From an optimization exercise on the open Yosys and OpenROAD flow, aimed at small area; shortcuts taken in it are not production practice. At most, simulation tests tie the RTL to the original design; equivalence was not proved. The flow treats the clock pin as an ideal source. Dropping or thinning the clock tree relies on that and would not hold on a real chip. Power and IR drop assume default switching activity.

== alpha ==
==> flow/design.v <==
module top(
    input clk,
    input rst,
    input dht_data,
    output tx,
    output led_red,
    output led_green,
    output led_blue
);
    reg [8:0] q_r;
    wire [8:0] q = ~q_r;
    reg [8:0] b;
    reg [9:0] cap;       
    reg       red, blue;
    wire      valid = ~(red & blue);
    wire q_fb  = q[3] ^ q[8];
    wire tick  = (q == 9'b011110001);
    wire samp  = (q == 9'b001111000);
    wire last  = b[8] & (&b[4:0]);                
    wire done  = tick & last;                     
    wire conv  = b[8];
    wire step  = samp & (conv ? ~(b[5] | b[4] | b[3]) : b[7]);
    wire [1:0] ch = cap[9:8];
    wire [3:0] ct = cap[7:4];
    wire [3:0] co = cap[3:0];
    function [3:0] adj(input [3:0] d, input en);
        begin
            adj = (en & (d >= 4'd5)) ? d + 4'd3 : d;
        end
    endfunction
    wire [3:0] oa = adj(co, conv);
    wire [3:0] ta = adj(ct, conv);
    wire [8:0] q_nx;
    assign q_nx[0] = tick ? (last ? 1'b1 : 1'b0) : q_fb;
    assign q_nx[1] = q[0];
    assign q_nx[2] = q[1];
    assign q_nx[3] = q[2];
    assign q_nx[4] = tick ? (last ? 1'b0 : 1'b1) : q[3];
    assign q_nx[5] = q[4];
    assign q_nx[6] = q[5];
    assign q_nx[7] = tick ? (last ? 1'b1 : 1'b0) : q[6];
    assign q_nx[8] = q[7];
    always @(posedge clk or posedge rst) begin
        if (rst) begin
            q_r <= 9'b000011100;
            b <= 9'd12;
            red <= 1'b1;
            blue <= 1'b1;
        end else begin
            q_r <= ~q_nx;
            if (tick)
                b <= last ? 9'd12 : b + 9'd1;
            if (done) begin
                red <= (|ch) | ct[3] | ct[2] | (ct[1] & ct[0] & (|co));
                blue <= ~((|ch) | ct[3] | ct[2] | ct[1]);
            end
        end
    end
    always @(posedge clk) begin
        if (step)
            cap <= {cap[8], ta, oa, dht_data & conv};
    end
    assign led_red   = red & ~blue;
    assign led_blue  = blue;
    assign led_green = ~red & ~blue;
    reg [10:0] p_r;
    wire [10:0] p = ~p_r;
    reg [3:0]  s_r;
    wire [3:0] s = ~s_r;
    reg [1:0]  c;
    reg [9:0]  v;       
    wire p_fb = p[8] ^ p[10];
    wire pt  = (p == 11'b10000001001);
    wire s9  = &s;
    wire c3  = &c;
    wire eom = pt & s9 & c3;
    wire [10:0] p_nx;
    assign p_nx[0] = p_fb;
    assign p_nx[1] = p[0];
    assign p_nx[2] = pt ? (s9 ? (c3 ? 1'b0 : 1'b1) : 1'b1) : p[1];
    assign p_nx[3] = pt ? (s9 ? (c3 ? 1'b0 : 1'b0) : 1'b1) : p[2];
    assign p_nx[4] = pt ? (s9 ? (c3 ? 1'b0 : 1'b0) : 1'b0) : p[3];
    assign p_nx[5] = p[4];
    assign p_nx[6] = p[5];
    assign p_nx[7] = p[6];
    assign p_nx[8] = p[7];
    assign p_nx[9] = pt ? (s9 ? (c3 ? 1'b1 : 1'b0) : 1'b0) : p[8];
    assign p_nx[10] = pt ? (s9 ? (c3 ? 1'b1 : 1'b1) : 1'b0) : p[9];
    wire [3:0] s_nx = s9 ? 4'd6 : s + 4'd1;
    always @(posedge clk or posedge rst) begin
        if (rst) begin
            p_r <= 11'b10000000101;
            s_r <= 4'd0;
            c <= 2'd0;
        end else begin
            p_r <= ~p_nx;
            if (pt) begin
                s_r <= ~s_nx;
                if (s9)
                    c <= c + 2'd1;
            end
        end
    end
    wire fresh = done | (~b[8] & ~b[7]);    
    always @(posedge clk) begin
        if (eom & fresh)
            v <= cap;
    end
    reg dbit;
    always @(*) begin
        case ({c, s[1:0]})
            4'b0000: dbit = v[8];      
            4'b0001: dbit = v[9];
            4'b0010: dbit = 1'b0;
            4'b0011: dbit = 1'b0;
            4'b0100: dbit = v[4];      
            4'b0101: dbit = v[5];
            4'b0110: dbit = v[6];
            4'b0111: dbit = v[7];
            4'b1000: dbit = v[0];      
            4'b1001: dbit = v[1];
            4'b1010: dbit = v[2];
            4'b1011: dbit = v[3];
            4'b1100: dbit = 1'b0;      
            4'b1101: dbit = 1'b1;
            4'b1110: dbit = 1'b0;
            default: dbit = 1'b1;
        endcase
    end
    assign tx = ~valid | (s == 4'd6) |
                ((s[3:2] == 2'b10) & dbit) |
                ((s[3:1] == 3'b110) & ~c3);
endmodule
export LEC_CHECK = 0
export CAP_MARGIN = 20
export CORE_MARGIN = 2
export CORE_UTILIZATION = 40
export GPL_TIMING_DRIVEN = 0
export SLEW_MARGIN = 20
create_clock -name core_clock -period 20.0 [get_ports {clk}]
standard.sh (not shown) runs the stock make flow with config.mk's settings and CLKGATE_MAP_FILE= SYNTH_SCRIPT=/design/flow/synth_recipe.tcl, a recipe that flattens the netlist after the stock synthesis.
==> flow/flow/run.sh <==
#!/bin/bash
# Own layout flow: the standard flow (standard.sh) with three changes:
#  - synthesis maps with an area-oriented ABC script (flow/area.abc) instead
#    of ORFS's speed script, and leaves adders to ABC (no ADDER_MAP_FILE)
#    instead of mapping them to half/full adder cells first; everything else
#    in synthesis is the standard flow's;
#  - ports are buffered with the smallest buffer (buf_1);
#  - CTS builds a one-level clock tree (flow/clock_tree.tcl: two buf_12,
#    each driving the registers of one half of the core) in place of
#    TritonCTS's H-tree; the rest of ORFS's cts.tcl (hold repair etc.) runs.
# Each tool's output stays in orfs/logs/; make's output goes to flow.log.
set -euo pipefail
W=$(pwd)
# ORFS scripts, with cts.tcl calling flow/clock_tree.tcl
rm -rf "$W/scripts"; cp -r "$FLOW_HOME/scripts" "$W/scripts"
sed -i 's|^log_cmd clock_tree_synthesis {\*}\$cts_args$|source '"$W"'/flow/clock_tree.tcl|' "$W/scripts/cts.tcl"
grep -q "flow/clock_tree.tcl" "$W/scripts/cts.tcl"
sed -i 's|^  log_cmd abc {\*}\$abc_args$|  log_cmd abc -script '"$W"'/flow/area.abc {*}[lrange $abc_args 2 end]|' "$W/scripts/synth.tcl"
grep -q "flow/area.abc" "$W/scripts/synth.tcl"
sed -e 's|SYNTH_SCRIPT=[^ ]*|SYNTH_SCRIPT='"$W"'/synth_recipe.tcl SCRIPTS_DIR='"$W"'/scripts CLOCK_BUF=sky130_fd_sc_hd__buf_12 CLOCK_GROUPS=2 ADDER_MAP_FILE= "BUFFER_PORTS_ARGS=-buffer_cell sky130_fd_sc_hd__buf_1"|' \
    standard.sh > "$W/my_standard.sh"
grep -q "SCRIPTS_DIR=" "$W/my_standard.sh"
bash "$W/my_standard.sh" > "$W/flow.log" 2>&1
Other scripts of this flow, unchanged in this note and not shown: flow/flow/area.abc, flow/flow/clock_tree.tcl
## Diff of input files: beta against alpha
-- flow/design.v --
<<< alpha, line 71
    reg [9:0]  v;       
    wire p_fb = p[8] ^ p[10];
    wire pt  = (p == 11'b10000001001);
    wire s9  = &s;
    wire c3  = &c;
>>> beta, line 71
    reg [9:0]  v;       
    wire p_fb = p[8] ^ p[10];
    wire pt  = (p == 11'b00010011000);
    wire s9  = &s;
    wire c3  = &c;
<<< alpha, line 78
    assign p_nx[0] = p_fb;
    assign p_nx[1] = p[0];
    assign p_nx[2] = pt ? (s9 ? (c3 ? 1'b0 : 1'b1) : 1'b1) : p[1];
    assign p_nx[3] = pt ? (s9 ? (c3 ? 1'b0 : 1'b0) : 1'b1) : p[2];
    assign p_nx[4] = pt ? (s9 ? (c3 ? 1'b0 : 1'b0) : 1'b0) : p[3];
    assign p_nx[5] = p[4];
    assign p_nx[6] = p[5];
    assign p_nx[7] = p[6];
    assign p_nx[8] = p[7];
    assign p_nx[9] = pt ? (s9 ? (c3 ? 1'b1 : 1'b0) : 1'b0) : p[8];
    assign p_nx[10] = pt ? (s9 ? (c3 ? 1'b1 : 1'b1) : 1'b0) : p[9];
    wire [3:0] s_nx = s9 ? 4'd6 : s + 4'd1;
    always @(posedge clk or posedge rst) begin
        if (rst) begin
            p_r <= 11'b10000000101;
            s_r <= 4'd0;
            c <= 2'd0;
>>> beta, line 78
    assign p_nx[0] = p_fb;
    assign p_nx[1] = p[0];
    assign p_nx[2] = pt ? (s9 ? (c3 ? 1'b1 : 1'b0) : 1'b0) : p[1];
    assign p_nx[3] = pt ? (s9 ? (c3 ? 1'b1 : 1'b1) : 1'b0) : p[2];
    assign p_nx[4] = p[3];
    assign p_nx[5] = p[4];
    assign p_nx[6] = pt ? (s9 ? (c3 ? 1'b0 : 1'b1) : 1'b1) : p[5];
    assign p_nx[7] = pt ? (s9 ? (c3 ? 1'b0 : 1'b0) : 1'b1) : p[6];
    assign p_nx[8] = pt ? (s9 ? (c3 ? 1'b0 : 1'b0) : 1'b0) : p[7];
    assign p_nx[9] = p[8];
    assign p_nx[10] = p[9];
    wire [3:0] s_nx = s9 ? 4'd6 : s + 4'd1;
    always @(posedge clk or posedge rst) begin
        if (rst) begin
            p_r <= 11'b00001010111;
            s_r <= 4'd0;
            c <= 2'd0;
### Flow results
- Between beta and alpha, the difference in latest clock arrival within the worst-skew pair is negligible.
- beta ends up with a aggregate routed wire length that is about 3.6% higher than in alpha.
- beta vs alpha: highest clock rate up slightly
- Between beta and alpha, total number of cells along the worst setup path is lower for alpha, beta comes in above that.
- Diff alpha -> beta: met2 layer wire length in the routed design shows an increase of 34 microns, signal arrival time at the worst endpoint shows a reduction of 0.10 ns.
- beta: number of instances in the synthesized netlist is about 5% higher than what alpha reported.
- Delta (beta minus alpha): sequential fraction of the synthesis area decreased by 0.87 points relative to the old numbers, sequential share of power closely matched the old numbers, worst-case setup margin in the final layout increased by 0.095 ns relative to the old numbers.
In every run of this note, the design's own scripts or RTL, not TritonCTS, make the clock network.

---

RTL: the design.v shown in full above, as it stands there.
Settings: LEC_CHECK=0, CAP_MARGIN=20, CORE_MARGIN=2, CORE_UTILIZATION=40, GPL_TIMING_DRIVEN=0, SLEW_MARGIN=20; clock period 20.0 ns.
==> flow/flow/area.abc <==
strash
ifraig
scorr
dc2
strash
&get -n
&deepsyn -T 10
&put
strash
dch -f
amap
topo
==> flow/flow/clock_tree.tcl <==
# Replaces clock_tree_synthesis in ORFS's cts.tcl: the clock sinks are split
# into CLOCK_GROUPS groups by position (each split halves the largest group
# across its wider side) and each group is driven by one CLOCK_BUF buffer at
# the group's centroid. The clock port drives only these buffers, so every
# register sees one buffer between the port and its clock pin.
proc my_clock_buffers { buf ng } {
  set block [ord::get_db_block]
  set net [$block findNet clk]
  set sinks {}
  foreach it [$net getITerms] {
    set inst [$it getInst]
    set loc [$inst getLocation]
    lappend sinks [list [lindex $loc 0] [lindex $loc 1] [$inst getName]/[[$it getMTerm] getName]]
  }
  set groups [list $sinks]
  while {[llength $groups] < $ng} {
    set gi 0; set best -1
    for {set i 0} {$i < [llength $groups]} {incr i} {
      if {[llength [lindex $groups $i]] > $best} { set best [llength [lindex $groups $i]]; set gi $i }
    }
    set g [lindex $groups $gi]
    set xs [lmap s $g {lindex $s 0}]; set ys [lmap s $g {lindex $s 1}]
    set wx [expr [tcl::mathfunc::max {*}$xs] - [tcl::mathfunc::min {*}$xs]]
    set wy [expr [tcl::mathfunc::max {*}$ys] - [tcl::mathfunc::min {*}$ys]]
    set k [expr {$wx >= $wy ? 0 : 1}]
    set g [lsort -integer -index $k $g]
    set h [expr [llength $g] / 2]
    set groups [lreplace $groups $gi $gi [lrange $g 0 [expr $h - 1]] [lrange $g $h end]]
  }
  set i 0
  foreach g $groups {
    set sx 0; set sy 0; set pins {}
    foreach s $g { set sx [expr $sx + [lindex $s 0]]; set sy [expr $sy + [lindex $s 1]]; lappend pins [get_pins [lindex $s 2]] }
    set x [expr $sx / [llength $g] / 1000.0]; set y [expr $sy / [llength $g] / 1000.0]
    insert_buffer -buffer_cell $buf -net clk -load_pins $pins -location [list $x $y] -buffer_name clkbuf_g$i -net_name clk_g$i
    puts "clock group $i: [llength $g] sinks, $buf at $x $y"
    incr i
  }
}
my_clock_buffers $::env(CLOCK_BUF) $::env(CLOCK_GROUPS)
set_propagated_clock [all_clocks]
Scripts as last shown in full above: flow/flow/run.sh
==> next run, changes <==
--- a/flow/design.v
+++ b/flow/design.v
@@ -69,28 +69,28 @@
     wire [3:0] s = ~s_r;
     reg [1:0]  c;
     reg [9:0]  v;       
     wire p_fb = p[8] ^ p[10];
-    wire pt  = (p == 11'b10000001001);
+    wire pt  = (p == 11'b00010011000);
     wire s9  = &s;
     wire c3  = &c;
     wire eom = pt & s9 & c3;
     wire [10:0] p_nx;
     assign p_nx[0] = p_fb;
     assign p_nx[1] = p[0];
-    assign p_nx[2] = pt ? (s9 ? (c3 ? 1'b0 : 1'b1) : 1'b1) : p[1];
-    assign p_nx[3] = pt ? (s9 ? (c3 ? 1'b0 : 1'b0) : 1'b1) : p[2];
-    assign p_nx[4] = pt ? (s9 ? (c3 ? 1'b0 : 1'b0) : 1'b0) : p[3];
+    assign p_nx[2] = pt ? (s9 ? (c3 ? 1'b1 : 1'b0) : 1'b0) : p[1];
+    assign p_nx[3] = pt ? (s9 ? (c3 ? 1'b1 : 1'b1) : 1'b0) : p[2];
+    assign p_nx[4] = p[3];
     assign p_nx[5] = p[4];
-    assign p_nx[6] = p[5];
-    assign p_nx[7] = p[6];
-    assign p_nx[8] = p[7];
-    assign p_nx[9] = pt ? (s9 ? (c3 ? 1'b1 : 1'b0) : 1'b0) : p[8];
-    assign p_nx[10] = pt ? (s9 ? (c3 ? 1'b1 : 1'b1) : 1'b0) : p[9];
+    assign p_nx[6] = pt ? (s9 ? (c3 ? 1'b0 : 1'b1) : 1'b1) : p[5];
+    assign p_nx[7] = pt ? (s9 ? (c3 ? 1'b0 : 1'b0) : 1'b1) : p[6];
+    assign p_nx[8] = pt ? (s9 ? (c3 ? 1'b0 : 1'b0) : 1'b0) : p[7];
+    assign p_nx[9] = p[8];
+    assign p_nx[10] = p[9];
     wire [3:0] s_nx = s9 ? 4'd6 : s + 4'd1;
     always @(posedge clk or posedge rst) begin
         if (rst) begin
-            p_r <= 11'b10000000101;
+            p_r <= 11'b00001010111;
             s_r <= 4'd0;
             c <= 2'd0;
         end else begin
             p_r <= ~p_nx;
The new run completed with no timing, DRC or antenna violations.
Setup slack is better by 0.10 ns.
Routed wire length climbs by a little under a tenth.
Area after synthesis goes up slightly.
Cell count is higher slightly.
Die area rose slightly.
Critical path depth is unchanged.
Cell area climbs slightly.
Global-route usage is higher by 0.91 points.
Total power increases slightly.
Worst hold slack improves by 0.0078 ns.
First-iteration DRC count came out lower by about a fifth.
Sequential cell count does not change.
Core utilization came out lower by 1.5 points.
No run of this note takes its clock network from TritonCTS; it comes from the design's own scripts or RTL.

---

top, a different RTL version from the one above (not shown whole).
Size in the first run: roughly 170 cells after synthesis, about 57 flip-flops, about 7 I/O pins, ~2300 um^2 of cells after synthesis.
==> module top, before the edit <==
module top(
    input clk,
    input rst,
    input dht_data,
    output tx,
    output led_red,
    output led_green,
    output led_blue
);
    reg [8:0] q_r;
    wire [8:0] q = q_r;
    reg [8:0] b;
    reg [9:0] cap;       
    reg       red, blue;
    wire      valid = ~(red & blue);
    wire q_fb  = q[3] ^ q[8];
    wire tick  = (q == 9'b011110001);
    wire samp  = (q == 9'b001111000);
    wire last  = b[8] & (&b[4:0]);                
    wire done  = tick & last;                     
    wire conv  = b[8];
    wire step  = samp & (conv ? ~(b[5] | b[4] | b[3]) : b[7]);
    wire [1:0] ch = cap[9:8];
    wire [3:0] ct = cap[7:4];
    wire [3:0] co = cap[3:0];
    function [3:0] adj(input [3:0] d, input en);
        begin
            adj = (en & (d >= 4'd5)) ? d + 4'd3 : d;
        end
    endfunction
    wire [3:0] oa = adj(co, conv);
    wire [3:0] ta = adj(ct, conv);
    wire [8:0] q_nx;
    assign q_nx[0] = tick ? (last ? 1'b1 : 1'b0) : q_fb;
    assign q_nx[1] = q[0];
    assign q_nx[2] = q[1];
    assign q_nx[3] = q[2];
    assign q_nx[4] = tick ? (last ? 1'b0 : 1'b1) : q[3];
    assign q_nx[5] = q[4];
    assign q_nx[6] = q[5];
    assign q_nx[7] = tick ? (last ? 1'b1 : 1'b0) : q[6];
    assign q_nx[8] = q[7];
    always @(posedge clk or posedge rst) begin
        if (rst) begin
            q_r <= 9'b111100011;
            b <= 9'd12;
            red <= 1'b1;
            blue <= 1'b1;
        end else begin
            q_r <= q_nx;
            if (tick)
                b <= last ? 9'd12 : b + 9'd1;
            if (done) begin
                red <= (|ch) | ct[3] | ct[2] | (ct[1] & ct[0] & (|co));
                blue <= ~((|ch) | ct[3] | ct[2] | ct[1]);
            end
        end
    end
    always @(posedge clk) begin
        if (step)
            cap <= {cap[8], ta, oa, dht_data & conv};
    end
    assign led_red   = red & ~blue;
    assign led_blue  = blue;
    assign led_green = ~red & ~blue;
    reg [10:0] p_r;
    wire [10:0] p = p_r;
    reg [3:0]  s_r;
    wire [3:0] s = s_r;
    reg [1:0]  c;
    reg [9:0]  v;       
    wire p_fb = p[8] ^ p[10];
    wire pt  = (p == 11'b10000001001);
    wire s9  = &s;
    wire c3  = &c;
    wire eom = pt & s9 & c3;
    wire [10:0] p_nx;
    assign p_nx[0] = p_fb;
    assign p_nx[1] = p[0];
    assign p_nx[2] = pt ? (s9 ? (c3 ? 1'b0 : 1'b1) : 1'b1) : p[1];
    assign p_nx[3] = pt ? (s9 ? (c3 ? 1'b0 : 1'b0) : 1'b1) : p[2];
    assign p_nx[4] = pt ? (s9 ? (c3 ? 1'b0 : 1'b0) : 1'b0) : p[3];
    assign p_nx[5] = p[4];
    assign p_nx[6] = p[5];
    assign p_nx[7] = p[6];
    assign p_nx[8] = p[7];
    assign p_nx[9] = pt ? (s9 ? (c3 ? 1'b1 : 1'b0) : 1'b0) : p[8];
    assign p_nx[10] = pt ? (s9 ? (c3 ? 1'b1 : 1'b1) : 1'b0) : p[9];
    wire [3:0] s_nx = s9 ? 4'd6 : s + 4'd1;
    always @(posedge clk or posedge rst) begin
        if (rst) begin
            p_r <= 11'b01111111010;
            s_r <= 4'd15;
            c <= 2'd0;
        end else begin
            p_r <= p_nx;
            if (pt) begin
                s_r <= s_nx;
                if (s9)
                    c <= c + 2'd1;
            end
        end
    end
    wire fresh = done | (~b[8] & ~b[7]);    
    always @(posedge clk) begin
        if (eom & fresh)
            v <= cap;
    end
    reg dbit;
    always @(*) begin
        case ({c, s[1:0]})
            4'b0000: dbit = v[8];      
            4'b0001: dbit = v[9];
            4'b0010: dbit = 1'b0;
            4'b0011: dbit = 1'b0;
            4'b0100: dbit = v[4];      
            4'b0101: dbit = v[5];
            4'b0110: dbit = v[6];
            4'b0111: dbit = v[7];
            4'b1000: dbit = v[0];      
            4'b1001: dbit = v[1];
            4'b1010: dbit = v[2];
            4'b1011: dbit = v[3];
            4'b1100: dbit = 1'b0;      
            4'b1101: dbit = 1'b1;
            4'b1110: dbit = 1'b0;
            default: dbit = 1'b1;
        endcase
    end
    assign tx = ~valid | (s == 4'd6) |
                ((s[3:2] == 2'b10) & dbit) |
                ((s[3:1] == 3'b110) & ~c3);
endmodule
export LEC_CHECK = 0
export CAP_MARGIN = 20
export CORE_MARGIN = 2
export CORE_UTILIZATION = 40
export GPL_TIMING_DRIVEN = 0
export SLEW_MARGIN = 20
create_clock -name core_clock -period 20.0 [get_ports {clk}]
==> flow/flow/run.sh <==
#!/bin/bash
# Own layout flow: the standard flow (standard.sh) with three changes:
#  - synthesis maps with an area-oriented ABC script (flow/area.abc) instead
#    of ORFS's speed script, and leaves adders to ABC (no ADDER_MAP_FILE)
#    instead of mapping them to half/full adder cells first; everything else
#    in synthesis is the standard flow's;
#  - ports are buffered with the smallest buffer (buf_1);
#  - CTS builds a one-level clock tree (flow/clock_tree.tcl) in place of
#    TritonCTS's H-tree; the rest of ORFS's cts.tcl (hold repair etc.) runs.
# Each tool's output stays in orfs/logs/; make's output goes to flow.log.
set -euo pipefail
W=$(pwd)
# ORFS scripts, with cts.tcl calling flow/clock_tree.tcl
rm -rf "$W/scripts"; cp -r "$FLOW_HOME/scripts" "$W/scripts"
sed -i 's|^log_cmd clock_tree_synthesis {\*}\$cts_args$|source '"$W"'/flow/clock_tree.tcl|' "$W/scripts/cts.tcl"
grep -q "flow/clock_tree.tcl" "$W/scripts/cts.tcl"
sed -i 's|^  log_cmd abc {\*}\$abc_args$|  log_cmd abc -script '"$W"'/flow/area.abc {*}[lrange $abc_args 2 end]|' "$W/scripts/synth.tcl"
grep -q "flow/area.abc" "$W/scripts/synth.tcl"
sed -e 's|SYNTH_SCRIPT=[^ ]*|SYNTH_SCRIPT='"$W"'/synth_recipe.tcl SCRIPTS_DIR='"$W"'/scripts CLOCK_BUF=sky130_fd_sc_hd__clkbuf_8 CLOCK_GROUPS=4 ADDER_MAP_FILE= "BUFFER_PORTS_ARGS=-buffer_cell sky130_fd_sc_hd__buf_1"|' \
    standard.sh > "$W/my_standard.sh"
grep -q "SCRIPTS_DIR=" "$W/my_standard.sh"
bash "$W/my_standard.sh" > "$W/flow.log" 2>&1
==> flow/flow/area.abc <==
strash
ifraig
scorr
dc2
strash
&get -n
&deepsyn -T 10
&dch -f
&nf -a
&put
Scripts as last shown in full above: flow/flow/clock_tree.tcl
Edit:
--- a/flow/design.v
+++ b/flow/design.v
@@ -15,24 +15,29 @@
     wire      valid = ~(red & blue);
     wire q_fb  = q[3] ^ q[8];
     wire tick  = (q == 9'b011110001);
     wire samp  = (q == 9'b001111000);
     wire last  = b[8] & (&b[4:0]);                
     wire done  = tick & last;                     
-    wire conv  = b[8];
-    wire step  = samp & (conv ? ~(b[5] | b[4] | b[3]) : b[7]);
+    wire shift = samp & (b[8:3] == 6'b100000);    
+    wire clear = ~b[8] & b[7];                    
     wire [1:0] ch = cap[9:8];
     wire [3:0] ct = cap[7:4];
     wire [3:0] co = cap[3:0];
-    function [3:0] adj(input [3:0] d, input en);
+    function [3:0] adj(input [3:0] d);
+        reg a3;
         begin
-            adj = (en & (d >= 4'd5)) ? d + 4'd3 : d;
+            a3 = d[3] | (d[2] & (d[1] | d[0]));
+            adj = {a3,
+                   (d[3] & d[0]) | (d[2] & ~d[1] & ~d[0]),
+                   (d[1] & (~d[2] | d[0])) | (d[3] & ~d[0]),
+                   d[0] ^ a3};
         end
     endfunction
-    wire [3:0] oa = adj(co, conv);
-    wire [3:0] ta = adj(ct, conv);
+    wire [3:0] oa = adj(co);
+    wire [3:0] ta = adj(ct);
     wire [8:0] q_nx;
     assign q_nx[0] = tick ? (last ? 1'b1 : 1'b0) : q_fb;
     assign q_nx[1] = q[0];
     assign q_nx[2] = q[1];
     assign q_nx[3] = q[2];
     assign q_nx[4] = tick ? (last ? 1'b0 : 1'b1) : q[3];
@@ -54,14 +59,16 @@
                 red <= (|ch) | ct[3] | ct[2] | (ct[1] & ct[0] & (|co));
                 blue <= ~((|ch) | ct[3] | ct[2] | ct[1]);
             end
         end
     end
     always @(posedge clk) begin
-        if (step)
-            cap <= {cap[8], ta, oa, dht_data & conv};
+        if (shift)
+            cap <= {cap[8], ta, oa, dht_data};
+        else if (clear)
+            cap <= 10'd0;
     end
     assign led_red   = red & ~blue;
     assign led_blue  = blue;
     assign led_green = ~red & ~blue;
     reg [10:0] p_r;
     wire [10:0] p = p_r;
@@ -103,31 +110,20 @@
     end
     wire fresh = done | (~b[8] & ~b[7]);    
     always @(posedge clk) begin
         if (eom & fresh)
             v <= cap;
     end
+    wire [1:0] k = s[1:0];    
     reg dbit;
     always @(*) begin
-        case ({c, s[1:0]})
-            4'b0000: dbit = v[8];      
-            4'b0001: dbit = v[9];
-            4'b0010: dbit = 1'b0;
-            4'b0011: dbit = 1'b0;
-            4'b0100: dbit = v[4];      
-            4'b0101: dbit = v[5];
-            4'b0110: dbit = v[6];
-            4'b0111: dbit = v[7];
-            4'b1000: dbit = v[0];      
-            4'b1001: dbit = v[1];
-            4'b1010: dbit = v[2];
-            4'b1011: dbit = v[3];
-            4'b1100: dbit = 1'b0;      
-            4'b1101: dbit = 1'b1;
-            4'b1110: dbit = 1'b0;
-            default: dbit = 1'b1;
+        case (c)
+            2'd0: dbit = ~k[1] & v[{3'b100, k[0]}];
+            2'd1: dbit = v[{2'b01, k}];
+            2'd2: dbit = v[{2'b00, k}];
+            default: dbit = k[0];
         endcase
     end
     assign tx = ~valid | (s == 4'd6) |
                 ((s[3:2] == 2'b10) & dbit) |
                 ((s[3:1] == 3'b110) & ~c3);
 endmodule
Register-to-register slack improves by 0.79 ns.
Area after synthesis rose slightly.
Routed wire length fell slightly.
Core utilization fell by 0.14 points.
Final area rose slightly.
Synthesized cell count rose by roughly a tenth.
Total power rose slightly.
Die area rose slightly.
Clock power rose slightly.
First-iteration DRC count fell by well over a third.
Global-route usage fell by 0.49 points.
Final cell count rose by a few percent.
No run of this note included a check of the RTL's function; only the layout flow was run. In every run of this note, the design's own scripts or RTL, not TritonCTS, make the clock network.

## separate check: timing with driven ports
How much do the figures lean on ideal ports? The routed layouts below were timed once more, with nothing changed but the port constraints.
Step 1 (the two cells are an assumption about what drives the block):
set clk [get_ports {clk}]
set_driving_cell -lib_cell sky130_fd_sc_hd__clkbuf_16 $clk
set_driving_cell -lib_cell sky130_fd_sc_hd__buf_2 [delete_from_list [all_inputs] $clk]
Step 2, shift: input delay + t, output delay - t, t = (earliest + latest rising clock arrival at the registers) / 2. This alone moves slack from input paths to output paths.
Slacks: ideal ports / drivers / drivers and shift; pairs: ideal ports / drivers.
| run | t (ns) | setup WS [ns] | worst setup path after step 2 | clock arrival spread, ns | pins driven straight from the clock port |
|---|---|---|---|---|---|
| alpha | 0.186 | 14.252 / 14.201 / 14.387 | register to output | 0.011 / 0.012 | 2 |
| beta | 0.184 | 14.347 / 14.299 / 14.483 | register to output | 0.010 / 0.010 | 2 |
| the first run of note 2 | 0.184 | 14.178 / 14.128 / 14.312 | register to output | 0.009 / 0.008 | 2 |
| the second run of note 2 | 0.186 | 14.283 / 14.234 / 14.421 | register to output | 0.005 / 0.005 | 2 |
| the first run of note 3 | 0.195 | 13.897 / 13.847 / 14.042 | register to output | 0.008 / 0.008 | 4 |
| the second run of note 3 | 0.200 | 13.907 / 13.852 / 14.052 | register to output | 0.008 / 0.008 | 4 |
After both steps setup and hold are still met in every run listed.
